From an optimization exercise on the open Yosys and OpenROAD flow, aimed at small area; shortcuts taken in it are not production practice.
Power figures rest on the tool's default switching activity, not on a simulated workload.

==> flow/design.v <==
`timescale 1ns/1ps
module button_debounce (
    input  wire clk,
    input  wire btn_raw,
    output wire btn_hit
);
    reg btn_sync_0;
    reg btn_sync_1;
    always @(posedge clk) begin
        btn_sync_0 <= btn_raw;
        btn_sync_1 <= btn_sync_0;
    end
    localparam [19:0] START = 20'hC1546;   
    localparam [19:0] INV   = 20'hAAAAA;
    reg  [19:0] cnt_q;
    wire [19:0] cnt = cnt_q ^ INV;
    wire ones = &cnt[18:0];                
    wire fb   = ~(cnt[19] ^ cnt[16]) | ones;
    always @(posedge clk)
        cnt_q <= (btn_sync_1 ? {cnt[18:0], fb} : START) ^ INV;
    assign btn_hit = ones & ~cnt[19];      
endmodule
module top (
    input  wire        clk,         
    input  wire [4:0]  btn,         
    input  wire [7:0]  sw,          
    output wire [7:0]  led          
);
    reg [7:0] led_reg;
    assign led = led_reg;
    wire [4:0] hit;
    button_debounce u_btn_invert (.clk(clk), .btn_raw(btn[0]), .btn_hit(hit[0]));  
    button_debounce u_btn_load   (.clk(clk), .btn_raw(btn[1]), .btn_hit(hit[1]));  
    button_debounce u_btn_reset  (.clk(clk), .btn_raw(btn[2]), .btn_hit(hit[2]));  
    button_debounce u_btn_left   (.clk(clk), .btn_raw(btn[3]), .btn_hit(hit[3]));  
    button_debounce u_btn_right  (.clk(clk), .btn_raw(btn[4]), .btn_hit(hit[4]));  
    reg do_load, do_left, do_right, do_invert, do_keep;
    always @(posedge clk) begin
        do_load   <= hit[1] & ~hit[2];
        do_left   <= hit[3] & ~hit[2] & ~hit[1];
        do_right  <= hit[4] & ~hit[2] & ~hit[1] & ~hit[3];
        do_invert <= hit[0] & ~hit[2] & ~hit[1] & ~hit[3] & ~hit[4];
        do_keep   <= ~|hit;
    end
    always @(posedge clk) begin
        led_reg <= ({8{do_load}}   & sw)
                 | ({8{do_left}}   & {led_reg[6:0], 1'b0})
                 | ({8{do_right}}  & {1'b0, led_reg[7:1]})
                 | ({8{do_invert}} & ~led_reg)
                 | ({8{do_keep}}   & led_reg);
    end
endmodule
clock: 10.0 ns
lec_check: 0
cap_margin: 20
core_margin: 2
core_utilization: 40
cts_buf_list: sky130_fd_sc_hd__clkbuf_16
cts_cluster_diameter: 500
cts_cluster_size: 100
slew_margin: 20
run.sh (not shown) runs the stock make flow with config.mk's settings and CLKGATE_MAP_FILE= SYNTH_SCRIPT=/design/flow/synth_recipe.tcl, a recipe that flattens the netlist after the stock synthesis.
Change:
==> flow/flow/run.sh (new file) <==
#!/bin/bash
# Layout flow: the standard flow (standard.sh) with these changes:
#  - synthesis maps logic with an area-oriented ABC script (flow/area_synth.tcl,
#    flow/abc_area.script); registers and their names are the standard ones;
#  - ports are buffered with sky130_fd_sc_hd__buf_1 (every port still gets a buffer);
#  - clock tree synthesis uses clkbuf_4 and no dummy loads;
#  - a denser floorplan.
# Each tool's output stays in orfs/logs; make's own output goes to flow_make.log.
set -euo pipefail
W=$(pwd)
export AREA_ABC_SCRIPT=$W/flow/abc_area.script
bash standard.sh \
  SYNTH_SCRIPT=$W/flow/area_synth.tcl \
  "BUFFER_PORTS_ARGS=-buffer_cell sky130_fd_sc_hd__buf_1" \
  "CTS_ARGS=-sink_clustering_enable -repair_clock_nets -dont_use_dummy_load -buf_list sky130_fd_sc_hd__clkbuf_4" \
  CORE_UTILIZATION=70 PLACE_DENSITY=0.75 \
  finish > $W/flow_make.log 2>&1
==> flow/flow/abc_area.script (new file) <==
strash
dch -f
amap
topo
==> flow/flow/area_synth.tcl (new file) <==
# The standard synthesis script (synth_recipe.tcl), except that ORFS's
# final ABC technology mapping uses flow/abc_area.script, an area-oriented
# mapping, in place of ABC's delay-oriented script. Registers are mapped
# before ABC runs, so they are the standard synthesis's, with the same names.
proc synth {args} { yosys synth -nofsm -noshare {*}$args }
proc abc {args} {
  set i [lsearch -exact $args -script]
  if { $i >= 0 } {
    lset args [expr { $i + 1 }] $::env(AREA_ABC_SCRIPT)
  }
  yosys abc {*}$args
}
source $::env(SCRIPTS_DIR)/synth.tcl
# left out here: clear keep_hierarchy, flatten, clean up, hide names made inside functions, write 1_2_yosys.v
==> flow/standard.sh (new file) <==
#!/bin/bash
# synth_recipe.tcl (not shown) runs the flow's synth.tcl, then flattens the netlist and writes it again
# the make line also repeats each setting of config.mk as NAME=value (left out here)
make -C /OpenROAD-flow-scripts/flow DESIGN_CONFIG=/design/flow/config.mk WORK_HOME=/design/flow/orfs CLKGATE_MAP_FILE= SYNTH_SCRIPT=/design/flow/synth_recipe.tcl "${@:-finish}"
CTS_BUF_LIST = unset   (was sky130_fd_sc_hd__clkbuf_16)
CTS_CLUSTER_DIAMETER = unset   (was 500)
CTS_CLUSTER_SIZE = unset   (was 100)
removed: flow/run.sh
The changed run produced a clean layout.
Routed wire length drops by 12%.
Clock power came out lower by 65%.
Flip-flop and latch count is unchanged.
Worst setup slack gains 0.28 ns.
Worst hold slack is better by 0.013 ns.
Count of clock-buffer cells in the layout does not change.
Via count decreases by 3.0%.
Global-route usage climbs by 8.5 points.
No functional check of the RTL was part of any run of this note.

port drivers added, routing unchanged:
No port has a modelled driver above. Below, the same layouts with a new extraction and two added sets of constraints.
Step 1 sets driving cells, clkbuf_16 on the clock port and buf_2 on the other inputs (assumed; they add their load-dependent delay and slew).
Step 2, shift: input delay + t, output delay - t, t = (earliest + latest rising clock arrival at the registers) / 2. This alone moves slack from input paths to output paths.
Three values: no drivers, after step 1, after step 2; two values: the first two.
| run | shift t [ns] | setup slack, ns | hold slack, ns | worst setup path at the end | pins driven straight from the clock port |
|---|---|---|---|---|---|
| the first run | 0.433 | 6.639 / 6.602 / 7.007 | 0.322 / 0.322 / 0.322 | input to register | 1 |
| the second run | 0.510 | 6.921 / 6.895 / 7.267 | 0.334 / 0.334 / 0.334 | input to register | 1 |
After both steps setup and hold are still met in every run listed.
